Background: an optimization exercise with open tools, aiming at small area. Do not read the settings as production practice. Function was checked by simulation only, so behaviour that the tests miss may differ from the original.

==> flow/design.v (outline; a module is shown in full before it is edited, if it fits) <==
// module alu: 111 lines
// module mul33: 1153 lines
// module bpp: 3 lines
module alu #(
	parameter DATA_WIDTH = 32,
	parameter INST_WIDTH = 4
)(
	input                   i_clk,
	input                   i_rst_n,
	input  [DATA_WIDTH-1:0] i_data_a,
	input  [DATA_WIDTH-1:0] i_data_b,
	input  [INST_WIDTH-1:0] i_inst,
	input                   i_valid,
	output [DATA_WIDTH-1:0] o_data,
	output                  o_overflow,
	output                  o_valid
);
  // ...
==> flow/flow/run.sh <==
#!/bin/bash
# Standard synthesis, then a polarity clean-up of the synthesized netlist
# (flow/fixpol.py: removes the inverters Yosys's full-adder extraction leaves
# between full adders, choosing De Morgan duals of gates where that needs
# fewer inverters, and setting every gate to its smallest drive, which the
# resizer sizes up where timing needs it), then the standard layout from floorplan on, with the
# port buffers made of the smallest buffer.
set -euo pipefail
R=orfs/results/sky130hd/alu/base
bash standard.sh synth > synth.log 2>&1
cp $R/1_2_yosys.v 1_2_yosys.standard.v
python3 flow/fixpol.py 1_2_yosys.standard.v $R/1_2_yosys.v --downsize > fixpol.log 2>&1
rm -f $R/1_synth.odb $R/1_synth.sdc
export BUFFER_PORTS_ARGS="-buffer_cell sky130_fd_sc_hd__buf_1"
# the resizer buffers high-fanout nets with the smaller buffers
export DONT_USE_CELLS="sky130_fd_sc_hd__buf_4 sky130_fd_sc_hd__buf_6 sky130_fd_sc_hd__buf_8 sky130_fd_sc_hd__buf_12 sky130_fd_sc_hd__buf_16"
bash standard.sh finish > layout.log 2>&1
==> flow/standard.sh <==
#!/bin/bash
# synth_recipe.tcl (not shown) runs the flow's synth.tcl, then flattens the netlist and writes it again
# the make line also repeats each setting of config.mk as NAME=value (left out here)
make -C /OpenROAD-flow-scripts/flow DESIGN_CONFIG=/design/flow/config.mk WORK_HOME=/design/flow/orfs CLKGATE_MAP_FILE= SYNTH_SCRIPT=/design/flow/synth_recipe.tcl "${@:-finish}"
==> flow/config.mk <==
export PLATFORM = sky130hd
export DESIGN_NAME = alu
export DESIGN_NICKNAME = alu
export VERILOG_FILES = /design/flow/design.v
export SDC_FILE = /design/flow/constraint.sdc
export NUM_CORES = 4
export LEC_CHECK = 0
export CAP_MARGIN = 20
export CORE_MARGIN = 2
export CORE_UTILIZATION = 40
export SLEW_MARGIN = 20
export SYNTH_HIERARCHICAL = 1
export SYNTH_MINIMUM_KEEP_SIZE = 0
==> flow/constraint.sdc <==
create_clock -name core_clock -period 12.0 [get_ports {i_clk}]
set_input_delay 2.4000 -clock core_clock [delete_from_list [all_inputs] [get_ports {i_clk}]]
set_output_delay 2.4000 -clock core_clock [all_outputs]
set_load 0.01 [all_outputs]
Not shown: flow/flow/fixpol.py
==> impl_metrics.toml, run 1 <==
[sta]
worst_slack_ps = 642
tns_ps = 0
fin_crit_sh_pct = 94.6
period_needed_ps = 11360

[placement]
hpwl_um = 53200
numPortBuffers = 104
dpl.cell_count = 2397
placed_cell_area_um2 = 17200

[floorplan]
initial_core_util_pct = 40.7
ios = 105
num_rows = 71
core_um2 = 37800

[worst_setup_path]
path_depth = 34
cpPeakStageDelay_ps = 490
startpoint_type = "input pin"

[synthesis]
syn_area_um2 = 15400
ys_warn_count = 7

[finish]
largestRegisters = "o_data_r: 32 flops, o_overflow_r: 1 flops, o_valid_r: 1 flops"
signal_buffers = 205
clock_buffers = 7
layout.nets = 2259
diodes = 1
final_util_pct = 46.1

[run_status]
status = "no timing/DRC/antenna violations"

[grt]
grt.overflow.total = 0
grt_pass1_wl_um = 103000

[worst_hold_path]
worstHoldPathType = "in -> async"

[cts]
htreeDepth = 2

[drt]
initialDrtViolationCount = 1903
==> run 2, diff against run 1 <==
--- a/flow/flow/run.sh
+++ b/flow/flow/run.sh
@@ -12,6 +12,4 @@
 python3 flow/fixpol.py 1_2_yosys.standard.v $R/1_2_yosys.v --downsize > fixpol.log 2>&1
 rm -f $R/1_synth.odb $R/1_synth.sdc
 export BUFFER_PORTS_ARGS="-buffer_cell sky130_fd_sc_hd__buf_1"
-# the resizer buffers high-fanout nets with the smaller buffers
-export DONT_USE_CELLS="sky130_fd_sc_hd__buf_4 sky130_fd_sc_hd__buf_6 sky130_fd_sc_hd__buf_8 sky130_fd_sc_hd__buf_12 sky130_fd_sc_hd__buf_16"
 bash standard.sh finish > layout.log 2>&1
--- a/flow/flow/fixpol.py
+++ b/flow/flow/fixpol.py
@@ -247,6 +247,16 @@
             for g in groups:
                 if try_move(g, 0):
                     improved = True
+            # every cell of one kind (as it currently stands) flipped together
+            kinds = collections.defaultdict(list)
+            for i in order:
+                base = split_type(cells[i][0])[0]
+                if flip[i]:
+                    base = DUAL[base][0]
+                kinds[base].append(i)
+            for base in sorted(kinds):
+                if len(kinds[base]) > 1 and try_move(kinds[base], 0):
+                    improved = True
 
     starts = {"none": lambda i: 0, "all": lambda i: 1,
               "fa": lambda i: 1 if split_type(cells[i][0])[0] == "fa" else 0}
@@ -315,10 +325,22 @@
                 b, d = m.group(1), int(m.group(2))
                 if b not in small or d < small[b]:
                     small[b] = d
+        fo_lim = 10 ** 9
+        for a in sys.argv:
+            if a.startswith("--downsize-fo="):
+                fo_lim = int(a.split("=")[1])
+        fanout = collections.Counter()
+        for t, n, pins in newcells:
+            for p, net in pins:
+                if p not in OUT_PINS:
+                    fanout[net] += 1
         out = []
         nd = 0
         for t, n, pins in newcells:
             base, drive = split_type(t)
+            if any(p in OUT_PINS and fanout[net] >= fo_lim for p, net in pins):
+                out.append((t, n, pins))
+                continue
             if base and not base.startswith(("df", "conb", "tap", "fill", "decap", "clk", "dly", "lpflow", "probe")) \
                     and small.get(base, drive) < drive:
                 t = f"{P}{base}_{small[base]}"
==> impl_metrics.toml, run 2 <==
[finish]
areaGrowthSynthToFinish_pct = 13.4
largest_reg_flops = 32
regMostFlops = "o_data_r"
largestRegisters = "o_data_r: 32 flops, o_overflow_r: 1 flops, o_valid_r: 1 flops"
final_common_cell = "xnor2_1"
final_util_pct = 46.1
fillCellCount = 3736
multi_input_area_um2 = 14400
regArea_um2 = 851
drive_gt1_share_pct = 7.88
layout.nets = 2207
diodes = 0
mostFrequentLayoutCells = "xnor2_1 (310), a22oi_1 (281), fa_1 (221)"
fin_area_um2 = 17400

[cts]
post-cts-setup-buffers = 0
clockBufferDepth = 2
cts.root.buffer_cell = "clkbuf_16"
cts_buffers = 5
clk_pin_slew_ps = 60
cts_sinks = 34
cts_tree = "yes"
htreeDepth = 2

[floorplan]
core_um2 = 37800
dieArea_um2 = 39900
die_h_um = 200
ios = 105
dieWidth_um = 200
num_rows = 71
initial_core_util_pct = 40.6

[worst_setup_path]
path_class = "in -> reg"
critPathCaptureType = "flop"
slowest_stage = "fa_1"
startpoint_type = "input pin"
critPathArrivalTime_ps = 11610
crit_fanout = 5
cpPeakStageDelay_ps = 500
cp_top_family = "adder cells"
critical_path_buf_inv_count = 1
crit_top_cell = "fa_1"
crit_required_ps = 12190

[sta]
tns_ps = 0
worst-slew-pin-transition_ps = 1160
rsz0062_at_grt = "false"
fin_crit_sh_pct = 95.2
setup_viol = 0
slew_viol_final = 0
fmax_mhz = 87.5
slew_headroom_pct = 22.8
period_needed_ps = 11430
hold_violations = 0

[grt]
grt_usage_pct = 33.1
grt.overflow.total = 0
grt_pass1_wl_um = 97500
antenna_found_initial = 3
grt_pass1_vias = 15360
grt_max_degree = 35

[drt]
routed_wl_um = 65400
drt-pass1-iter-count = 6
vias = 15324
viasPerCell = 6.52
postRouteAntennaNets = 0
drc_errors = 0
routedWlPerCell_um = 27.8
initialDrtViolationCount = 1789

[placement]
hpwl_um = 48500
numPortBuffers = 104
placed_cell_area_um2 = 17200
gp_congestion = 0.928

[run_status]
status = "no timing/DRC/antenna violations"

[flow_run]
cap_viol_max_count = 0

[synthesis]
synthCells = 1629
syn_nets = 1995
ys_warn_count = 7
syn_area_per_cell_um2 = 9.42
syn_area_um2 = 15300

[worst_hold_path]
worstHoldPathType = "in -> async"
==> run 2: cell count changes in the layout (fill, tap and decap cells not counted), sizes merged, moves of 11 or more <==
cell / change
buf: -11
inv: -52
a22oi: +124
o22ai: -124
xnor2: +105
xor2: -105
==> run 2: timing repair <==
action	CTS	global route
resized for setup	0	3
endpoints found under the setup margin	0	1
hold buffers	0	0
==> run 2: worst paths after layout <==
kind,from,end,slack [ps],depth (start not counted)
worst max-delay path,i_data_b[1],o_overflow_r,570,32
min in group core_clock,i_valid,o_valid_r,2330,1
max in group asynchronous,i_rst_n,o_data_r[21],9180,1
worst min-delay path,i_rst_n,o_data_r[27],2210,1
==> run 2: routing by layer <==
metal | part of all wire (%) | GRT usage (%)
met5 | 0.057 | 0
met4 | 4.2 | 13.8
met3 | 11 | 6.62
met2 | 46 | 52.7
met1 | 39 | 44.1
==> run 2: metrics by stage <==
step | setup WS (ps) | std cells | hold slack (ps)
after global routing | 103 | 2351 | 2290
after CTS | 326 | 2351 | 2250
after detailed placement | 9.87 | 2345 | 2580
after global placement | 68.9 | 2345 | 2570
after floorplan | 341 | 1629 | 2100
final | 571 | 2351 | 2210
==> run 2: cell type report <==
class,count,area share [%]
Multi-Input combinational cell,1551,82.9
Timing Repair Buffer,205,6.79
Sequential cell,34,4.89
Tap cell,511,3.68
Inverter,44,0.950
Clock buffer,6,0.799
==> run 3, diff against run 2 <==
--- a/flow/config.mk
+++ b/flow/config.mk
@@ -8,6 +8,9 @@
 export CAP_MARGIN = 20
 export CORE_MARGIN = 2
 export CORE_UTILIZATION = 40
+export CTS_BUF_LIST = sky130_fd_sc_hd__clkbuf_8
+export CTS_CLUSTER_DIAMETER = 300
+export CTS_CLUSTER_SIZE = 40
 export SLEW_MARGIN = 20
 export SYNTH_HIERARCHICAL = 1
 export SYNTH_MINIMUM_KEEP_SIZE = 0
==> impl_metrics.toml, run 3 <==
[run_status]
status = "no timing/DRC/antenna violations"

[drt]
vias = 15313
routedWlPerCell_um = 27.9
drc_errors = 0
routed_wl_um = 65500
initialDrtViolationCount = 1813
drt-pass1-iter-count = 8
postRouteAntennaNets = 0
viasPerCell = 6.51

[synthesis]
syn_area_um2 = 15300
syn_area_per_cell_um2 = 9.42
synthCells = 1629
ys_warn_count = 7
syn_nets = 1995

[placement]
dp_slack_ps = 9.87
gp_congestion = 0.928
hpwl_um = 48500
placed_cell_area_um2 = 17200
numPortBuffers = 104
dpl.cell_count = 2345

[worst_setup_path]
crit_top_cell = "fa_1"
crit_required_ps = 12210
critPathArrivalTime_ps = 11800
startpoint_type = "input pin"
critPathCaptureType = "flop"
slowest_stage = "fa_1"
cpPeakStageDelay_ps = 500
path_class = "in -> reg"
crit_fanout = 5

[finish]
regMostFlops = "o_data_r"
areaGrowthSynthToFinish_pct = 12.9
drive_gt1_share_pct = 7.83
final_util_pct = 45.9
largest_reg_flops = 32
layout.nets = 2207
final_common_cell = "xnor2_1"
largestRegisters = "o_data_r: 32 flops, o_overflow_r: 1 flops, o_valid_r: 1 flops"
final_cells = 2351
mostFrequentLayoutCells = "xnor2_1 (310), a22oi_1 (281), fa_1 (221)"
fin_area_um2 = 17300
fillCellCount = 3748
diodes = 0

[sta]
hold_violations = 0
slew_headroom_pct = 22.8
rsz0062_at_grt = "false"
worst-slew-pin-transition_ps = 1160
slew_viol_final = 0
worst_slack_ps = 412
fmax_mhz = 86.3
fin_crit_sh_pct = 96.6
setup_viol = 0
tns_ps = 0
period_needed_ps = 11590

[floorplan]
die_h_um = 200
dieWidth_um = 200
dieArea_um2 = 39900
initial_core_util_pct = 40.6
core_um2 = 37800
num_rows = 71
ios = 105

[cts]
clockBufferDepth = 2
cts_sinks = 34
cts.root.buffer_cell = "clkbuf_8"
htreeDepth = 2
clk_pin_slew_ps = 70
hold_buffers = 0
cts_tree = "yes"
cts_buffers = 5

[worst_hold_path]
worstHoldPathType = "in -> async"

[grt]
grt_pass1_vias = 15365
grt_usage_pct = 33.1
grt_max_degree = 35
grt_pass1_wl_um = 97500
antenna_found_initial = 3
grt.overflow.total = 0

[flow_run]
cap_viol_max_count = 0
[run 3: worst max-delay path by stage]
stage | end | start | cells after the start
floorplan | o_overflow_r | i_data_b[3] | 32
global placement | o_overflow_r | i_data_b[1] | 32
detailed placement | o_overflow_r | i_data_b[1] | 32
CTS | o_overflow_r | i_data_b[1] | 32
global route | o_overflow_r | i_data_b[2] | 32
finish | o_overflow_r | i_data_b[1] | 32
[run 3: layout make-up]
type	instances	area, um^2	area share (%)
Clock buffer	6	82.6	0.477
Inverter	44	165	0.953
Multi-Input combinational cell	1551	14400	83.2
Sequential cell	34	851	4.91
Tap cell	511	639	3.69
Timing Repair Buffer	205	1180	6.80
[run 3: worst max-delay path, delay by kind of cell]
kind	cells	cell delay [ps]
fa+ha+maj	13	5880
buf+inv	1	140
xor+xnor	2	330
simple gates	5	750
compound gates	11	2330
[run 3: through the flow]
step	hold WS [ps]
floorplan	2100
global placement	2570
detailed placement	2580
CTS	2220
global route	2250
finish	2180
[run 3: layer usage]
metal / track usage, % / vias up / part of all wire, %
li1: - / 6533 / -
met1: 44.0 / 7574 / 39
met2: 52.7 / 999 / 45
met3: 6.79 / 201 / 11
met4: 14.0 / 6 / 4.5
met5: 0 / - / 0.056
[run 3: timing repair]
item	CTS	global route
setup buffers	0	0
resized for setup	0	1
setup endpoints to repair	0	1
==> run 4, diff against run 3 <==
==> flow/flow/run.sh (replaced) <==
#!/bin/bash
# Standard synthesis, then a polarity clean-up of the synthesized netlist
# (flow/fixpol.py: removes the inverters Yosys's full-adder extraction leaves
# between full adders, choosing De Morgan duals of gates where that needs
# fewer inverters, and setting every gate to its smallest drive, which the
# resizer sizes up where timing needs it), then the standard layout from floorplan on, with the
# port buffers made of buf_4.
set -euo pipefail
R=orfs/results/sky130hd/alu/base
bash standard.sh synth > synth.log 2>&1
cp $R/1_2_yosys.v 1_2_yosys.standard.v
python3 flow/fixpol.py 1_2_yosys.standard.v $R/1_2_yosys.v --downsize > fixpol.log 2>&1
rm -f $R/1_synth.odb $R/1_synth.sdc
export BUFFER_PORTS_ARGS="-buffer_cell sky130_fd_sc_hd__buf_4"
bash standard.sh finish > layout.log 2>&1
==> impl_metrics.toml, run 4 <==
[synthesis]
syn_area_per_cell_um2 = 9.42
syn_area_um2 = 15300
ys_warn_count = 7
syn_nets = 1995
synthCells = 1629

[finish]
final_common_cell = "xnor2_1"
final_util_pct = 46.1
largest_reg_flops = 32
largestRegisters = "o_data_r: 32 flops, o_overflow_r: 1 flops, o_valid_r: 1 flops"
areaGrowthSynthToFinish_pct = 13.6
final_cells = 2314
mostFrequentLayoutCells = "xnor2_1 (310), a22oi_1 (281), fa_1 (221)"
layout.nets = 2168
drive_gt1_share_pct = 10.5
fillCellCount = 3635
regArea_um2 = 851
regMostFlops = "o_data_r"
multi_input_area_um2 = 14400
fin_area_um2 = 17400

[flow_run]
cap_viol_max_count = 0

[sta]
holdWs_ps = 2010
hold_violations = 0
fmax_mhz = 86.9
worst_slack_ps = 487
period_needed_ps = 11510
rsz0062_at_grt = "false"
fin_crit_sh_pct = 95.9
worst-slew-pin-transition_ps = 1240
setup_viol = 0
slew_headroom_pct = 16.8
tns_ps = 0
slew_viol_final = 0

[cts]
cts_sinks = 34
cts.root.buffer_cell = "clkbuf_8"
hold_buffers = 0
post-cts-setup-buffers = 0
clk_pin_slew_ps = 70
cts_resized = 0
htreeDepth = 2
cts_tree = "yes"
cts_buffers = 5
clockBufferDepth = 2

[worst_setup_path]
cpPeakStageDelay_ps = 500
crit_top_cell = "fa_1"
critPathCaptureType = "flop"
crit_required_ps = 12210
path_class = "in -> reg"
startpoint_type = "input pin"
slowest_stage = "fa_1"
critPathArrivalTime_ps = 11720
crit_fanout = 5

[drt]
routedWlPerCell_um = 28.0
routed_wl_um = 64800
drt-pass1-iter-count = 6
postRouteAntennaNets = 0
viasPerCell = 6.55
initialDrtViolationCount = 1720
vias = 15160
drc_errors = 0

[placement]
gp_congestion = 0.922
dpl.cell_count = 2306
hpwl_um = 46400
numPortBuffers = 104
placed_cell_area_um2 = 17300
dp_slack_ps = 22.0

[floorplan]
num_rows = 71
ios = 105
dieWidth_um = 200
dieArea_um2 = 39900
core_um2 = 37800
initial_core_util_pct = 40.6
die_h_um = 200

[grt]
grt.overflow.total = 0
grt_pass1_vias = 15346
grt_usage_pct = 32.8
antenna_found_initial = 5
grt_max_degree = 38
grt_pass1_wl_um = 97100

[run_status]
status = "no timing/DRC/antenna violations"

[worst_hold_path]
worstHoldPathType = "in -> async"
==> run 4: cell types whose count changed in the layout (fill, tap and decap cells not counted) <==
cell	change
buf_1	-81
buf_4	+65
clkbuf_2	-23
diode_2	+2
xor2_1	-2
xor2_2	+2
o221ai_1	-1
o221ai_2	+1
==> run 4: worst paths after layout <==
path / start / end / cells after the start
max in group asynchronous: i_rst_n / o_data_r[15] / 1
min in group core_clock: i_valid / o_valid_r / 1
worst max-delay path: i_data_b[1] / o_overflow_r / 32
worst min-delay path: i_rst_n / o_data_r[27] / 1
==> run 4: metal layers <==
layer  global-route usage [%]  vias to the layer above  routed length [um]
met5                        0                        -                  44
met4                     14.8                        8                2950
met3                     6.54                      182                6620
met2                     52.0                      943               29200
met1                     43.4                     7559               26000
li1                         -                     6468                   -
==> run 4: cell type report <==
cell class	instances	share of cell area, %
sequential	34	4.88
antenna	2	0.0287
multi-input combinational	1551	82.8
timing repair buffer	166	7.15
clock buffer	6	0.474
tap	511	3.67
inverter	44	0.948
==> run 4: critical path, delay by kind of cell <==
family                   cells  cell delay (ps)
adder cells (fa/ha/maj)     13             5860
AO/OA/AOI/OAI               11             2280
AND/OR/NAND/NOR              5              710
XOR/XNOR                     2              330
buffers and inverters        1              140
==> run 5, diff against run 4 <==
==> flow/flow/run.sh (replaced) <==
#!/bin/bash
# Standard synthesis, then a polarity clean-up of the synthesized netlist
# (flow/fixpol.py: removes the inverters Yosys's full-adder extraction leaves
# between full adders, choosing De Morgan duals of gates where that needs
# fewer inverters, and setting every gate to its smallest drive, which the
# resizer sizes up where timing needs it), then the standard layout from floorplan on, with the
# port buffers made of buf_2.
set -euo pipefail
R=orfs/results/sky130hd/alu/base
bash standard.sh synth > synth.log 2>&1
cp $R/1_2_yosys.v 1_2_yosys.standard.v
python3 flow/fixpol.py 1_2_yosys.standard.v $R/1_2_yosys.v --downsize > fixpol.log 2>&1
rm -f $R/1_synth.odb $R/1_synth.sdc
export BUFFER_PORTS_ARGS="-buffer_cell sky130_fd_sc_hd__buf_2"
bash standard.sh finish > layout.log 2>&1
--- a/flow/config.mk
+++ b/flow/config.mk
@@ -11,6 +11,7 @@
 export CTS_BUF_LIST = sky130_fd_sc_hd__clkbuf_8
 export CTS_CLUSTER_DIAMETER = 300
 export CTS_CLUSTER_SIZE = 40
+export PLACE_DENSITY = 0.85
 export SLEW_MARGIN = 20
 export SYNTH_HIERARCHICAL = 1
 export SYNTH_MINIMUM_KEEP_SIZE = 0
==> impl_metrics.toml, run 5 <==
[run_status]
status = "no timing/DRC/antenna violations"

[floorplan]
num_rows = 71
die_h_um = 200
core_um2 = 37800
dieWidth_um = 200
initial_core_util_pct = 40.6
ios = 105
dieArea_um2 = 39900

[synthesis]
synthCells = 1629
ys_warn_count = 7
syn_area_um2 = 15300
syn_area_per_cell_um2 = 9.42
syn_nets = 1995

[worst_setup_path]
crit_top_cell = "fa_1"
startpoint_type = "input pin"
crit_fanout = 5
cpPeakStageDelay_ps = 490
critPathArrivalTime_ps = 11760
slowest_stage = "fa_1"
path_class = "in -> reg"
crit_required_ps = 12180
critPathCaptureType = "flop"

[finish]
largest_reg_flops = 32
regMostFlops = "o_data_r"
final_cells = 2316
fillCellCount = 3584
final_common_cell = "xnor2_1"
areaGrowthSynthToFinish_pct = 11.9
regArea_um2 = 851
drive_gt1_share_pct = 10.5
largestRegisters = "o_data_r: 32 flops, o_overflow_r: 1 flops, o_valid_r: 1 flops"
mostFrequentLayoutCells = "xnor2_1 (310), a22oi_1 (281), fa_1 (221)"
layout.nets = 2168
multi_input_area_um2 = 14400

[grt]
grt_usage_pct = 31.5
grt_pass1_wl_um = 94800
grt.overflow.total = 0
grt_max_degree = 35
antenna_found_initial = 5
grt_pass1_vias = 15694

[sta]
period_needed_ps = 11580
slew_viol_final = 0
fmax_mhz = 86.4
setup_viol = 0
hold_violations = 0
slew_headroom_pct = 22.9
worst-slew-pin-transition_ps = 1150
fin_crit_sh_pct = 96.5

[drt]
postRouteAntennaNets = 0
routedWlPerCell_um = 27.1
drt-pass1-iter-count = 11
vias = 15810
routed_wl_um = 62700
viasPerCell = 6.83
initialDrtViolationCount = 2295
drc_errors = 0

[cts]
cts_resized = 0
clockBufferDepth = 2
htreeDepth = 2
hold_buffers = 0
cts_sinks = 34
cts_buffers = 5
post-cts-setup-buffers = 0
cts.root.buffer_cell = "clkbuf_8"
cts_tree = "yes"
clk_pin_slew_ps = 90

[placement]
numPortBuffers = 104
gp_congestion = 1.04
hpwl_um = 45700
dpl.cell_count = 2306

[flow_run]
cap_viol_max_count = 0

[worst_hold_path]
worstHoldPathType = "in -> async"
-- run 5: worst max-delay path by stage --
stage | start | end | slack [ps] | cells past startpoint
4_1_cts | i_data_b[1] | o_overflow_r | 420 | 32
6_report | i_data_b[1] | o_overflow_r | 420 | 32
3_3_place_gp | i_data_b[1] | o_overflow_r | 160 | 32
2_1_floorplan | i_data_b[3] | o_overflow_r | 340 | 32
5_1_grt | i_data_b[1] | o_overflow_r | -60 | 32
3_5_place_dp | i_data_b[1] | o_overflow_r | 140 | 31
-- run 5: cell type report --
class,count,share of cell area [%]
Sequential cell,34,4.96
Timing Repair Buffer,166,5.75
Clock buffer,6,0.481
Multi-Input combinational cell,1551,84.0
Antenna cell,2,0.0292
Inverter,44,0.962
Tap cell,511,3.73
Clock inverter,2,0.0510
-- run 5: per-stage QoR --
| stage | setup WS, ps | hold slack (ps) | cell area [um^2] | TNS, ps | util (%) |
|---|---|---|---|---|---|
| 6_report | 421 | 2180 | 17200 | 0 | 45.5 |
| 3_5_place_dp | 137 | 2550 | 17000 | 0 | 45.1 |
| 3_3_place_gp | 164 | 2540 | 17000 | 0 | 45.1 |
| 4_1_cts | 421 | 2220 | 17100 | 0 | 45.4 |
| 5_1_grt | -61.4 | 2250 | 17200 | -61.4 | 45.4 |
| 2_1_floorplan | 341 | 2100 | 15400 | 0 | - |
-- run 5: routing by layer --
metal	track usage (%)	up-vias	share of wire, %
met5	0	-	0.075
met4	15.9	8	5.8
met3	9.12	342	15
met2	48.1	1391	44
met1	40.6	7607	36
li1	-	6462	-
-- run 5: critical path: cells and delay by family --
kind,cells,cell delay (ps)
and+or+nand+nor,5,900
buffers and inverters,1,200
xor gates and xnor gates,2,320
AOI/OAI and AO/OA,11,2000
adders and majority gates,13,5940
==> run 6, diff against run 5 <==
--- a/flow/config.mk
+++ b/flow/config.mk
@@ -11,7 +11,7 @@
 export CTS_BUF_LIST = sky130_fd_sc_hd__clkbuf_8
 export CTS_CLUSTER_DIAMETER = 300
 export CTS_CLUSTER_SIZE = 40
-export PLACE_DENSITY = 0.85
+export PLACE_DENSITY = 0.75
 export SLEW_MARGIN = 20
 export SYNTH_HIERARCHICAL = 1
 export SYNTH_MINIMUM_KEEP_SIZE = 0
==> impl_metrics.toml, run 6 <==
[run_status]
status = "no timing/DRC/antenna violations"

[sta]
slew_viol_final = 0
tns_ps = 0
worst-slew-pin-transition_ps = 1140
setup_viol = 0
fmax_mhz = 88.1
hold_violations = 0
rsz0062_at_grt = "false"
slew_headroom_pct = 23.7
fin_crit_sh_pct = 94.6
period_needed_ps = 11350

[finish]
largestRegisters = "o_data_r: 32 flops, o_overflow_r: 1 flops, o_valid_r: 1 flops"
areaGrowthSynthToFinish_pct = 12.0
mostFrequentLayoutCells = "xnor2_1 (310), a22oi_1 (281), fa_1 (221)"
fillCellCount = 3666
layout.nets = 2171
largest_reg_flops = 32
final_common_cell = "xnor2_1"
regMostFlops = "o_data_r"
drive_gt1_share_pct = 10.6

[worst_setup_path]
startpoint_type = "input pin"
slowest_stage = "fa_1"
critPathCaptureType = "flop"
crit_required_ps = 12180
path_class = "in -> reg"
critical_path_buf_inv_count = 3
cpPeakStageDelay_ps = 480
critPathArrivalTime_ps = 11530
cp_top_family = "adder cells"
crit_fanout = 29
crit_top_cell = "fa_1"

[cts]
clockBufferDepth = 2
cts_tree = "yes"
clk_pin_slew_ps = 80
post-cts-setup-buffers = 0
htreeDepth = 2
cts.root.buffer_cell = "clkbuf_8"
cts_sinks = 34
cts_buffers = 5

[synthesis]
syn_nets = 1995
synthCells = 1629
syn_area_per_cell_um2 = 9.42
syn_area_um2 = 15300
ys_warn_count = 7

[drt]
vias = 15544
viasPerCell = 6.70
routed_wl_um = 62900
initialDrtViolationCount = 2222
drt-pass1-iter-count = 9
routedWlPerCell_um = 27.1
postRouteAntennaNets = 0
drc_errors = 0

[worst_hold_path]
worstHoldPathType = "in -> async"

[placement]
numPortBuffers = 104
hpwl_um = 46000
gp_congestion = 0.976

[grt]
grt_pass1_vias = 15613
grt.overflow.total = 0
grt_max_degree = 37
grt_pass1_wl_um = 95000
grt_usage_pct = 31.6
antenna_found_initial = 5

[flow_run]
cap_viol_max_count = 0

[floorplan]
initial_core_util_pct = 40.6
num_rows = 71
die_h_um = 200
ios = 105
dieWidth_um = 200
dieArea_um2 = 39900
core_um2 = 37800
[run 6: stage by stage]
stage	setup WS, ps	utilization, %	hold WS (ps)	instance area, um^2	instances
CTS	450	45.5	2200	17200	2317
global route	6.08	45.5	2230	17200	2317
floorplan	341	-	2100	15400	1629
global placement	196	45.2	2520	17100	2309
detailed placement	148	45.2	2530	17100	2309
finish	653	45.5	2170	17200	2321
[run 6: final cells by class]
type / instances / area (um^2) / share of cell area, %
antenna: 4 / 10.0 / 0.0583
clock buffer: 6 / 82.6 / 0.481
clock inverter: 2 / 8.76 / 0.0510
inverter: 44 / 165 / 0.961
multi-input combinational: 1551 / 14400 / 83.9
sequential: 34 / 851 / 4.95
tap: 511 / 639 / 3.72
timing repair buffer: 169 / 1010 / 5.87
[run 6: what timing repair did]
action,CTS,global route
hold buffers,0,0
setup endpoints to repair,0,1
gates resized for setup,0,3
endpoints found under the hold margin,0,0
[run 6: worst max path at each step]
| stage | start | to | slack [ps] | cells past startpoint |
|---|---|---|---|---|
| global route | i_data_b[2] | o_overflow_r | 6 | 32 |
| detailed placement | i_data_b[2] | o_overflow_r | 150 | 32 |
| floorplan | i_data_b[3] | o_overflow_r | 340 | 32 |
| CTS | i_data_b[2] | o_overflow_r | 450 | 32 |
| finish | i_data_b[1] | o_overflow_r | 650 | 34 |
| global placement | i_data_b[1] | o_overflow_r | 200 | 32 |
[run 6: layer usage]
| layer | GRT usage (%) | up-vias | part of all wire, % |
|---|---|---|---|
| li1 | - | 6469 | - |
| met5 | 0 | - | 0.067 |
| met4 | 14.3 | 8 | 4.7 |
| met2 | 49.5 | 1154 | 45 |
| met1 | 41.0 | 7666 | 37 |
| met3 | 8.27 | 247 | 13 |
==> run 7, diff against run 6 <==
--- a/flow/config.mk
+++ b/flow/config.mk
@@ -11,7 +11,6 @@
 export CTS_BUF_LIST = sky130_fd_sc_hd__clkbuf_8
 export CTS_CLUSTER_DIAMETER = 300
 export CTS_CLUSTER_SIZE = 40
-export PLACE_DENSITY = 0.75
 export SLEW_MARGIN = 20
 export SYNTH_HIERARCHICAL = 1
 export SYNTH_MINIMUM_KEEP_SIZE = 0
==> impl_metrics.toml, run 7 <==
[worst_setup_path]
crit_top_cell = "fa_1"
crit_required_ps = 12180
path_class = "in -> reg"
critPathCaptureType = "flop"
slowest_stage = "fa_1"
cpPeakStageDelay_ps = 480
critPathArrivalTime_ps = 11740
crit_fanout = 5
startpoint_type = "input pin"

[flow_run]
cap_viol_max_count = 0

[drt]
drt-pass1-iter-count = 8
routedWlPerCell_um = 28.0
drc_errors = 0
initialDrtViolationCount = 1774
routed_wl_um = 65300
vias = 15275
viasPerCell = 6.55
postRouteAntennaNets = 0

[finish]
largest_reg_flops = 32
largestRegisters = "o_data_r: 32 flops, o_overflow_r: 1 flops, o_valid_r: 1 flops"
multi_input_area_um2 = 14400
mostFrequentLayoutCells = "xnor2_1 (310), a22oi_1 (281), fa_1 (221)"
areaGrowthSynthToFinish_pct = 12.6
final_common_cell = "xnor2_1"
fin_area_um2 = 17300
regArea_um2 = 851
layout.nets = 2183
drive_gt1_share_pct = 11.2
regMostFlops = "o_data_r"
fillCellCount = 3673

[placement]
gp_congestion = 0.939
placed_cell_area_um2 = 17200
numPortBuffers = 104
hpwl_um = 48200

[cts]
cts_tree = "yes"
cts_sinks = 34
cts.root.buffer_cell = "clkbuf_8"
htreeDepth = 2
clockBufferDepth = 2
post-cts-setup-buffers = 0
clk_pin_slew_ps = 90
cts_buffers = 5

[worst_hold_path]
worstHoldPathType = "in -> async"

[grt]
grt_max_degree = 36
grt_pass1_wl_um = 97100
antenna_found_initial = 5
grt.overflow.total = 0
grt_pass1_vias = 15167
grt_usage_pct = 32.9

[floorplan]
ios = 105
die_h_um = 200
dieArea_um2 = 39900
dieWidth_um = 200
core_um2 = 37800
initial_core_util_pct = 40.6
num_rows = 71

[synthesis]
ys_warn_count = 7
syn_nets = 1995
syn_area_per_cell_um2 = 9.42
synthCells = 1629
syn_area_um2 = 15300

[run_status]
status = "no timing/DRC/antenna violations"

[sta]
slew_headroom_pct = 24.9
worst-slew-pin-transition_ps = 1120
fin_crit_sh_pct = 96.3
slew_viol_final = 0
fmax_mhz = 86.6
rsz0062_at_grt = "false"
hold_violations = 0
period_needed_ps = 11550
setup_viol = 0
tns_ps = 0
==> run 7: what timing repair did <==
action | 4_1_cts | 5_1_grt
hold buffers | 0 | 0
setup endpoints to repair | 0 | 1
resized for setup | 0 | 2
==> run 7: final timing paths <==
check | to | from | cells after the start
min in group core_clock | o_valid_r | i_valid | 1
worst min-delay path | o_data_r[27] | i_rst_n | 1
worst max-delay path | o_overflow_r | i_data_b[1] | 33
max in group asynchronous | o_data_r[17] | i_rst_n | 1
==> run 7: per-layer routing <==
metal  track usage (%)  share of wire (%)  vias to the layer above
met5                 0              0.052                        -
met4              14.1                4.2                        6
met3              6.70                 11                      180
met2              51.3                 45                      965
met1              44.4                 40                     7624
li1                  -                  -                     6500
==> run 7: worst max-delay path: cells and delay by family <==
| kind | cells | cell delay, ps |
|---|---|---|
| fa+ha+maj | 13 | 5860 |
| buf+inv | 2 | 360 |
| xor+xnor | 2 | 320 |
| simple gates | 5 | 740 |
| compound gates | 11 | 2010 |
==> run 7: final cells by class <==
class                           count  share of cell area, %
Sequential cell                    34                   4.93
Inverter                           44                  0.956
Multi-Input combinational cell   1551                   83.5
Clock inverter                      2                 0.0724
Antenna cell                        3                 0.0435
Timing Repair Buffer              181                   6.36
Tap cell                          511                   3.70
Clock buffer                        6                  0.478
==> run 7: per-stage QoR <==
| step | util (%) | hold slack, ps | std cells | worst slack [ps] |
|---|---|---|---|---|
| final | 45.7 | 2150 | 2332 | 446 |
| after global routing | 45.7 | 2220 | 2330 | 111 |
| after CTS | 45.7 | 2200 | 2329 | 489 |
| after detailed placement | 45.5 | 2550 | 2321 | 174 |
| after global placement | 45.5 | 2530 | 2321 | 189 |
| after floorplan | - | 2100 | 1629 | 341 |
==> run 8, diff against run 7 <==
--- a/flow/flow/fixpol.py
+++ b/flow/flow/fixpol.py
@@ -317,13 +317,12 @@
             newpins.append((p, net))
         newcells.append((t, n, newpins))
     if "--downsize" in sys.argv:
-        # smallest drive of each combinational cell; the resizer sizes up where timing needs it
         small = {}
         for name in have:
             m = re.fullmatch(r"(\w+?)_(\d+)", name)
             if m:
                 b, d = m.group(1), int(m.group(2))
-                if b not in small or d < small[b]:
+                if b not in small or (have[name], -d) < (have[f"{b}_{small[b]}"], -small[b]):
                     small[b] = d
         fo_lim = 10 ** 9
         for a in sys.argv:
@@ -342,14 +341,14 @@
                 out.append((t, n, pins))
                 continue
             if base and not base.startswith(("df", "conb", "tap", "fill", "decap", "clk", "dly", "lpflow", "probe")) \
-                    and small.get(base, drive) < drive:
+                    and small.get(base, drive) != drive and have[f"{base}_{small[base]}"] <= have[f"{base}_{drive}"]:
                 t = f"{P}{base}_{small[base]}"
                 nd += 1
             out.append((t, n, pins))
         newcells = out
         print(f"fixpol: {nd} cells set to their smallest drive")
     for r, w in invnet.items():
-        newcells.append((P + "inv_1", f"{w}i", [("A", r), ("Y", w)]))
+        newcells.append((P + ("inv_2" if "--downsize" in sys.argv else "inv_1"), f"{w}i", [("A", r), ("Y", w)]))
     # drop declarations of nets no longer used
     used = set()
     for t, n, pins in newcells:
--- a/flow/config.mk
+++ b/flow/config.mk
@@ -11,6 +11,7 @@
 export CTS_BUF_LIST = sky130_fd_sc_hd__clkbuf_8
 export CTS_CLUSTER_DIAMETER = 300
 export CTS_CLUSTER_SIZE = 40
+export PLACE_DENSITY = 0.85
 export SLEW_MARGIN = 20
 export SYNTH_HIERARCHICAL = 1
 export SYNTH_MINIMUM_KEEP_SIZE = 0
==> impl_metrics.toml, run 8 <==
[finish]
final_cells = 2322
mostFrequentLayoutCells = "xnor2_1 (310), a22oi_1 (281), fa_1 (221)"
areaGrowthSynthToFinish_pct = 12.2
drive_gt1_share_pct = 13.7
final_common_cell = "xnor2_1"
layout.nets = 2169
final_util_pct = 45.6
largest_reg_flops = 32
largestRegisters = "o_data_r: 32 flops, o_overflow_r: 1 flops, o_valid_r: 1 flops"
fin_area_um2 = 17200
regMostFlops = "o_data_r"

[drt]
initialDrtViolationCount = 2286
routed_wl_um = 62300
routedWlPerCell_um = 26.8
drt-pass1-iter-count = 7
drc_errors = 0
vias = 15673
viasPerCell = 6.75
postRouteAntennaNets = 0

[sta]
fmax_mhz = 86.7
slew_headroom_pct = 26.7
tns_ps = 0
setup_viol = 0
worst-slew-pin-transition_ps = 1100
holdWs_ps = 2180
fin_crit_sh_pct = 96.1
hold_violations = 0
slew_viol_final = 0
worst_slack_ps = 470
period_needed_ps = 11530

[worst_setup_path]
crit_required_ps = 12180
startpoint_type = "input pin"
path_class = "in -> reg"
slowest_stage = "fa_1"
cpPeakStageDelay_ps = 490
crit_top_cell = "fa_1"
critPathArrivalTime_ps = 11710
crit_fanout = 30
critPathCaptureType = "flop"

[cts]
clk_pin_slew_ps = 90
htreeDepth = 2
cts_buffers = 5
cts.root.buffer_cell = "clkbuf_8"
cts_tree = "yes"
hold_buffers = 0
post-cts-setup-buffers = 0
cts_resized = 0
cts_sinks = 34
clockBufferDepth = 2

[placement]
hpwl_um = 45500
dp_slack_ps = 230
numPortBuffers = 104
placed_cell_area_um2 = 17100
dpl.cell_count = 2307
gp_congestion = 1.00

[synthesis]
syn_area_per_cell_um2 = 9.42
syn_area_um2 = 15300
ys_warn_count = 7
synthCells = 1629
syn_nets = 1995

[grt]
antenna_found_initial = 8
grt_pass1_wl_um = 93800
grt_max_degree = 37
grt_pass1_vias = 15837
grt.overflow.total = 0
grt_usage_pct = 31.0

[worst_hold_path]
worstHoldPathType = "in -> async"

[floorplan]
core_um2 = 37800
dieWidth_um = 200
dieArea_um2 = 39900
num_rows = 71
die_h_um = 200
ios = 105
initial_core_util_pct = 40.6

[flow_run]
cap_viol_max_count = 0

[run_status]
status = "no timing/DRC/antenna violations"
## run 8: worst max-delay path by stage
| stage | startpoint | end | slack, ps | cells past startpoint |
|---|---|---|---|---|
| 4_1_cts | i_data_b[2] | o_overflow_r | 520 | 32 |
| 6_report | i_data_b[2] | o_overflow_r | 470 | 32 |
| 3_5_place_dp | i_data_b[2] | o_overflow_r | 230 | 32 |
| 2_1_floorplan | i_data_b[2] | o_overflow_r | 30 | 31 |
| 3_3_place_gp | i_data_b[2] | o_overflow_r | 290 | 32 |
| 5_1_grt | i_data_b[1] | o_overflow_r | -20 | 32 |
## run 8: metal layers
layer / part of all wire (%) / wire [um] / global-route usage (%) / vias to the layer above
li1: - / - / - / 6483
met3: 16 / 10000 / 10.6 / 271
met4: 4.9 / 3020 / 13.8 / 0
met5: 0 / 0 / 0 / -
met2: 43 / 27100 / 47.2 / 1386
met1: 36 / 22200 / 40.0 / 7533
## run 8: critical path, delay by kind of cell
family | cells | cell delay [ps]
AND/OR/NAND/NOR | 4 | 520
buffers and inverters | 2 | 580
XOR/XNOR | 3 | 500
adder cells (fa/ha/maj) | 12 | 5460
AO/OA/AOI/OAI | 11 | 2240
## run 8: area by class of cell
| cell class | count | area (um^2) |
|---|---|---|
| antenna | 7 | 17.5 |
| clock buffer | 5 | 68.8 |
| clock inverter | 3 | 68.8 |
| fill | 3591 | 20500 |
| inverter | 44 | 165 |
| multi-input combinational | 1551 | 14400 |
| sequential | 34 | 851 |
| tap | 511 | 639 |
| timing repair buffer | 167 | 993 |
==> run 9, diff against run 8 <==
--- a/flow/config.mk
+++ b/flow/config.mk
@@ -11,7 +11,7 @@
 export CTS_BUF_LIST = sky130_fd_sc_hd__clkbuf_8
 export CTS_CLUSTER_DIAMETER = 300
 export CTS_CLUSTER_SIZE = 40
-export PLACE_DENSITY = 0.85
+export PLACE_DENSITY = 0.75
 export SLEW_MARGIN = 20
 export SYNTH_HIERARCHICAL = 1
 export SYNTH_MINIMUM_KEEP_SIZE = 0
==> impl_metrics.toml, run 9 <==
[sta]
fin_crit_sh_pct = 95.4
setup_viol = 0
slew_viol_final = 0
worst_slack_ps = 558
fmax_mhz = 87.4
rsz0062_at_grt = "false"
hold_violations = 0
worst-slew-pin-transition_ps = 1130
period_needed_ps = 11440
slew_headroom_pct = 24.8
tns_ps = 0

[synthesis]
ys_warn_count = 7
syn_nets = 1995
syn_area_um2 = 15300
synthCells = 1629
syn_area_per_cell_um2 = 9.42

[finish]
layout.nets = 2169
largestRegisters = "o_data_r: 32 flops, o_overflow_r: 1 flops, o_valid_r: 1 flops"
drive_gt1_share_pct = 13.7
areaGrowthSynthToFinish_pct = 11.8
fin_area_um2 = 17200
final_common_cell = "xnor2_1"
regMostFlops = "o_data_r"
mostFrequentLayoutCells = "xnor2_1 (310), a22oi_1 (281), fa_1 (221)"
largest_reg_flops = 32

[cts]
post-cts-setup-buffers = 0
cts.root.buffer_cell = "clkbuf_8"
htreeDepth = 2
clk_pin_slew_ps = 80
cts_tree = "yes"
cts_buffers = 5
clockBufferDepth = 2
cts_sinks = 34

[worst_setup_path]
path_class = "in -> reg"
crit_fanout = 7
critPathCaptureType = "flop"
crit_top_cell = "fa_1"
critPathArrivalTime_ps = 11630
crit_required_ps = 12180
slowest_stage = "fa_1"
cpPeakStageDelay_ps = 500
startpoint_type = "input pin"

[grt]
grt_pass1_wl_um = 94200
grt_util_met3_pct = 6.30
met2_usage_pct = 48.6
antenna_found_initial = 6
grt_usage_pct = 31.3
grt.overflow.total = 0
grt_pass1_vias = 15511
grt_max_degree = 38
gr-usage-met1_pct = 43.0
grt.busiest_layer = "met2"

[drt]
drc_errors = 0
postRouteAntennaNets = 0
routed_wl_um = 62400
routedWlPerCell_um = 26.9
viasPerCell = 6.70
drt-pass1-iter-count = 9
vias = 15525
initialDrtViolationCount = 2247

[placement]
numPortBuffers = 104
gp_congestion = 0.970
dp_slack_ps = 191
placed_cell_area_um2 = 17100
hpwl_um = 46200

[floorplan]
dieWidth_um = 200
ios = 105
dieArea_um2 = 39900
num_rows = 71
die_h_um = 200
core_um2 = 37800
initial_core_util_pct = 40.6

[worst_hold_path]
worstHoldPathType = "in -> async"

[run_status]
status = "no timing/DRC/antenna violations"

[flow_run]
cap_viol_max_count = 0
==> run 9: area by class of cell <==
type                            instances  area, um^2
Fill cell                            3627       20600
Multi-Input combinational cell       1551       14400
Timing Repair Buffer                  167         993
Sequential cell                        34         851
Tap cell                              511         639
Inverter                               44         165
Clock buffer                            5        68.8
Clock inverter                          3        17.5
Antenna cell                            3        7.51
==> run 9: worst max-delay path: cells and delay by family <==
family / cells / cell delay (ps)
buf+inv: 1 / 230
fa+ha+maj: 13 / 5870
simple gates: 5 / 620
compound gates: 10 / 1980
xor+xnor: 3 / 520
==> run 9: per-layer routing <==
metal  wire (um)  vias up
li1            -     6479
met1       23800     7623
met2       27400     1189
met3        8520      232
met4        2660        2
met5          13        -
==> run 9: through the flow <==
step,util [%],instances,hold slack [ps]
finish,45.4,2318,2190
global route,45.4,2315,2250
CTS,45.4,2315,2220
detailed placement,45.2,2307,2540
global placement,45.2,2307,2520
floorplan,-,1629,2100
==> run 9: final timing paths <==
path                             start            to  slack [ps]
max in group asynchronous      i_rst_n  o_data_r[15]        9290
min                            i_rst_n   o_data_r[3]        2190
max                        i_data_b[2]  o_overflow_r         560
min in group core_clock        i_valid     o_valid_r        2300
==> run 9: what timing repair did <==
action,in CTS,in global routing
hold buffers,0,0
endpoints found under the setup margin,0,1
resized for setup,0,2
==> run 10, diff against run 9 <==
--- a/flow/config.mk
+++ b/flow/config.mk
@@ -7,7 +7,7 @@
 export LEC_CHECK = 0
 export CAP_MARGIN = 20
 export CORE_MARGIN = 2
-export CORE_UTILIZATION = 40
+export CORE_UTILIZATION = 55
 export CTS_BUF_LIST = sky130_fd_sc_hd__clkbuf_8
 export CTS_CLUSTER_DIAMETER = 300
 export CTS_CLUSTER_SIZE = 40
==> impl_metrics.toml, run 10 <==
[drt]
initialDrtViolationCount = 2269
drc_errors = 0
viasPerCell = 7.15
routed_wl_um = 62400
drt-pass1-iter-count = 9
routedWlPerCell_um = 28.6
postRouteAntennaNets = 0
vias = 15619

[finish]
largestRegisters = "o_data_r: 32 flops, o_overflow_r: 1 flops, o_valid_r: 1 flops"
largest_reg_flops = 32
areaGrowthSynthToFinish_pct = 11.0
regMostFlops = "o_data_r"
layout.nets = 2171
drive_gt1_share_pct = 14.0
mostFrequentLayoutCells = "xnor2_1 (310), a22oi_1 (281), fa_1 (221)"
final_common_cell = "xnor2_1"

[worst_setup_path]
crit_fanout = 7
slowest_stage = "fa_1"
path_class = "in -> reg"
crit_required_ps = 12200
critPathCaptureType = "flop"
critPathArrivalTime_ps = 11710
cpPeakStageDelay_ps = 490
startpoint_type = "input pin"
crit_top_cell = "fa_1"

[cts]
cts_buffers = 5
clockBufferDepth = 2
post-cts-setup-buffers = 0
cts.root.buffer_cell = "clkbuf_8"
cts_sinks = 34
clk_pin_slew_ps = 80
htreeDepth = 2
cts_tree = "yes"

[grt]
grt_pass1_wl_um = 94300
antenna_found_initial = 3
grt_usage_pct = 43.2
grt_max_degree = 37
grt.overflow.total = 0
grt_pass1_vias = 15708

[flow_run]
cap_viol_max_count = 0

[sta]
hold_violations = 0
fmax_mhz = 86.9
worst_slack_ps = 486
worst-slew-pin-transition_ps = 1130
fin_crit_sh_pct = 95.9
setup_viol = 0
tns_ps = 0
period_needed_ps = 11510
slew_viol_final = 0
slew_headroom_pct = 24.7

[floorplan]
initial_core_util_pct = 55.5
die_h_um = 171
num_rows = 61
dieWidth_um = 171
core_um2 = 27600
dieArea_um2 = 29200
ios = 105

[placement]
hpwl_um = 44500
numPortBuffers = 104
dp_slack_ps = 17.7
gp_congestion = 1.01

[synthesis]
syn_area_um2 = 15300
syn_area_per_cell_um2 = 9.42
syn_nets = 1995
synthCells = 1629
ys_warn_count = 7

[worst_hold_path]
worstHoldPathType = "in -> async"

[run_status]
status = "no timing/DRC/antenna violations"
-- run 10: metrics by stage --
stage                     cells  util [%]  hold WS [ps]  area, um^2
final                      2185      61.6          2190       17000
after CTS                  2184      61.6          2210       17000
after floorplan            1629         -          2100       15300
after global placement     2176      61.2          2550       16900
after global routing       2185      61.6          2240       17000
after detailed placement   2176      61.2          2550       16900
-- run 10: what timing repair did --
item / in CTS / in global routing
endpoints found under the hold margin: 0 / 0
hold buffers: 0 / 0
resized for setup: 0 / 3
setup endpoints to repair: 0 / 1
-- run 10: worst paths after layout --
path / start / to / slack (ps) / depth (start not counted)
setup / recovery: i_data_b[2] / o_overflow_r / 490 / 32
hold / removal: i_rst_n / o_data_r[31] / 2190 / 1
max in group asynchronous: i_rst_n / o_data_r[8] / 9270 / 1
min in group core_clock: i_valid / o_valid_r / 2310 / 1
-- run 10: worst max-delay path, delay by kind of cell --
kind	cells	cell delay (ps)
and+or+nand+nor	5	640
AOI/OAI and AO/OA	10	1930
adders and majority gates	13	5960
xor gates and xnor gates	3	560
buffers and inverters	1	210
-- run 10: area by class of cell --
class | instances | area [um^2]
flip-flops and latches | 34 | 851
multi-input cells | 1551 | 14400
clock inverters | 2 | 8.76
clock buffers | 6 | 82.6
well taps | 378 | 473
inverters | 44 | 165
repair buffers | 169 | 1010
diodes | 1 | 2.50
fillers | 2458 | 10600
-- run 10: per-layer routing --
layer / vias to the layer above / GRT usage, % / wire length [um]
li1: 6477 / - / -
met3: 310 / 10.2 / 8460
met4: 4 / 25.6 / 4210
met2: 1278 / 66.0 / 27200
met1: 7550 / 55.9 / 22500
met5: - / 0 / 28
==> run 11, diff against run 10 <==
==> flow/flow/run.sh (replaced) <==
#!/bin/bash
# Standard synthesis (adders mapped as Brent-Kung), then a polarity clean-up of the synthesized netlist
# (flow/fixpol.py: removes the inverters Yosys's full-adder extraction leaves
# between full adders, choosing De Morgan duals of gates where that needs
# fewer inverters, and setting every gate to its smallest drive, which the
# resizer sizes up where timing needs it), then the standard layout from floorplan on, with the
# port buffers made of buf_2.
set -euo pipefail
R=orfs/results/sky130hd/alu/base
# SYNTH_OPERATIONS_ARGS set (to a no-op) keeps ORFS from adding its Kogge-Stone
# carry-lookahead map, so Yosys's own Brent-Kung map builds the adders
bash standard.sh 'SYNTH_OPERATIONS_ARGS=-top alu' synth > synth.log 2>&1
cp $R/1_2_yosys.v 1_2_yosys.standard.v
python3 flow/fixpol.py 1_2_yosys.standard.v $R/1_2_yosys.v --downsize > fixpol.log 2>&1
rm -f $R/1_synth.odb $R/1_synth.sdc
export BUFFER_PORTS_ARGS="-buffer_cell sky130_fd_sc_hd__buf_2"
bash standard.sh finish > layout.log 2>&1
--- a/flow/config.mk
+++ b/flow/config.mk
@@ -7,7 +7,7 @@
 export LEC_CHECK = 0
 export CAP_MARGIN = 20
 export CORE_MARGIN = 2
-export CORE_UTILIZATION = 55
+export CORE_UTILIZATION = 40
 export CTS_BUF_LIST = sky130_fd_sc_hd__clkbuf_8
 export CTS_CLUSTER_DIAMETER = 300
 export CTS_CLUSTER_SIZE = 40
==> impl_metrics.toml, run 11 <==
[sta]
fin_crit_sh_pct = 96.9
hold_violations = 0
worst-slew-pin-transition_ps = 1070
fmax_mhz = 86.0
slew_viol_final = 0
setup_viol = 0
period_needed_ps = 11630
rsz0062_at_grt = "false"
slew_headroom_pct = 27.9
tns_ps = 0

[drt]
vias = 15202
routed_wl_um = 62700
viasPerCell = 6.82
initialDrtViolationCount = 2201
drt-pass1-iter-count = 7
routedWlPerCell_um = 28.1
drc_errors = 0
postRouteAntennaNets = 0

[finish]
final_common_cell = "xnor2_1"
largest_reg_flops = 32
areaGrowthSynthToFinish_pct = 11.9
mostFrequentLayoutCells = "xnor2_1 (294), fa_1 (241), a22oi_1 (235)"
layout.nets = 2100
drive_gt1_share_pct = 15.3
final_util_pct = 45.2
regMostFlops = "o_data_r"
regArea_um2 = 851
fillCellCount = 3608
multi_input_area_um2 = 14100
largestRegisters = "o_data_r: 32 flops, o_overflow_r: 1 flops, o_valid_r: 1 flops"

[worst_setup_path]
path_class = "in -> reg"
critPathArrivalTime_ps = 11890
startpoint_type = "input pin"
crit_top_cell = "fa_1"
crit_required_ps = 12260
crit_fanout = 6
cpPeakStageDelay_ps = 660
critPathCaptureType = "flop"
cp_top_family = "adder cells"
slowest_stage = "or4b_2"
critical_path_buf_inv_count = 1

[cts]
hold_buffers = 0
cts_tree = "yes"
post-cts-setup-buffers = 0
cts_buffers = 5
cts.root.buffer_cell = "clkbuf_8"
clk_pin_slew_ps = 90
clockBufferDepth = 2
htreeDepth = 2
cts_sinks = 34

[grt]
grt_usage_pct = 31.9
grt_pass1_vias = 15564
grt_max_degree = 35
grt.overflow.total = 0
antenna_found_initial = 4
grt_pass1_wl_um = 94000

[floorplan]
num_rows = 71
dieWidth_um = 198
die_h_um = 198
core_um2 = 37500
dieArea_um2 = 39400
initial_core_util_pct = 40.4
ios = 105

[synthesis]
syn_nets = 1930
syn_area_per_cell_um2 = 9.79
syn_area_um2 = 15100
ys_warn_count = 7
synthCells = 1546

[flow_run]
cap_viol_max_count = 0

[placement]
numPortBuffers = 104
hpwl_um = 44600
gp_congestion = 1.02

[run_status]
status = "no timing/DRC/antenna violations"

[worst_hold_path]
worstHoldPathType = "in -> async"
[run 11: layer usage]
metal,global-route usage [%],routed length (um)
met4,20.1,4400
met2,48.6,27500
met5,0,26
met1,40.0,22000
met3,8.66,8770
[run 11: area by class of cell]
type	instances	area share, %
multi-input combinational	1444	83.3
tap	511	3.78
sequential	34	5.03
antenna	2	0.0296
inverter	68	1.51
timing repair buffer	163	5.69
clock inverter	3	0.244
clock buffer	5	0.407
[run 11: path summary, 6_finish.rpt]
| kind | from | endpoint | slack, ps | cells after the start |
|---|---|---|---|---|
| max in group asynchronous | i_rst_n | o_data_r[7] | 9160 | 1 |
| min in group core_clock | i_valid | o_valid_r | 2320 | 1 |
| max | i_data_b[0] | o_overflow_r | 370 | 28 |
| min | i_rst_n | o_data_r[28] | 2220 | 1 |
[run 11: timing repair]
action	4_1_cts	5_1_grt
gates resized for setup	0	1
endpoints found under the setup margin	0	1
endpoints found under the hold margin	0	0
[run 11: stage by stage]
stage | setup WS, ps | std cells | cell area [um^2] | hold slack, ps
3_3_place_gp | 182 | 2220 | 16800 | 2570
5_1_grt | 73.7 | 2230 | 16900 | 2270
2_1_floorplan | 208 | 1546 | 15100 | 2100
4_1_cts | 350 | 2228 | 16900 | 2250
6_report | 371 | 2230 | 16900 | 2220
3_5_place_dp | 45.9 | 2220 | 16800 | 2580

[re-timing with driven ports]
No port has a modelled driver above. Below, the same layouts with a new extraction and two added sets of constraints.
Step 1: set_driving_cell puts a clkbuf_16 on i_clk and a buf_2 on each other input, an assumption about the parent block.
Step 2 times the ports against the registers' clock, not the clock port: input delays grow and output delays shrink by t, the midpoint of the rising clock arrivals with the driver on.
Slacks: ideal ports / drivers / drivers and shift; pairs: ideal ports / drivers.
| run | shift t [ns] | setup slack, ns | worst register clock-pin slew, ns |
|---|---|---|---|
| run 1 | 0.334 | 0.642 / 0.655 / 0.321 | 0.06 / 0.06 |
| run 2 | 0.352 | 0.571 / 0.546 / 0.194 | 0.06 / 0.06 |
| run 3 | 0.368 | 0.412 / 0.390 / 0.021 | 0.07 / 0.07 |
| run 4 | 0.363 | 0.487 / 0.433 / 0.070 | 0.07 / 0.07 |
| run 5 | 0.342 | 0.421 / 0.439 / 0.097 | 0.09 / 0.09 |
| run 6 | 0.340 | 0.653 / 0.619 / 0.279 | 0.08 / 0.08 |
| run 7 | 0.357 | 0.446 / 0.460 / 0.103 | 0.09 / 0.09 |
| run 8 | 0.336 | 0.470 / 0.451 / 0.115 | 0.09 / 0.09 |
| run 9 | 0.330 | 0.558 / 0.557 / 0.227 | 0.08 / 0.08 |
| run 10 | 0.345 | 0.486 / 0.466 / 0.121 | 0.08 / 0.08 |
| run 11 | 0.347 | 0.371 / 0.307 / -0.039 | 0.10 / 0.10 |
Met with ideal ports but missed after step 2: setup timing in run 11. The setup slack of run 4, which loses most, moves by -0.054 ns with the drivers and by -0.417 ns with both steps.
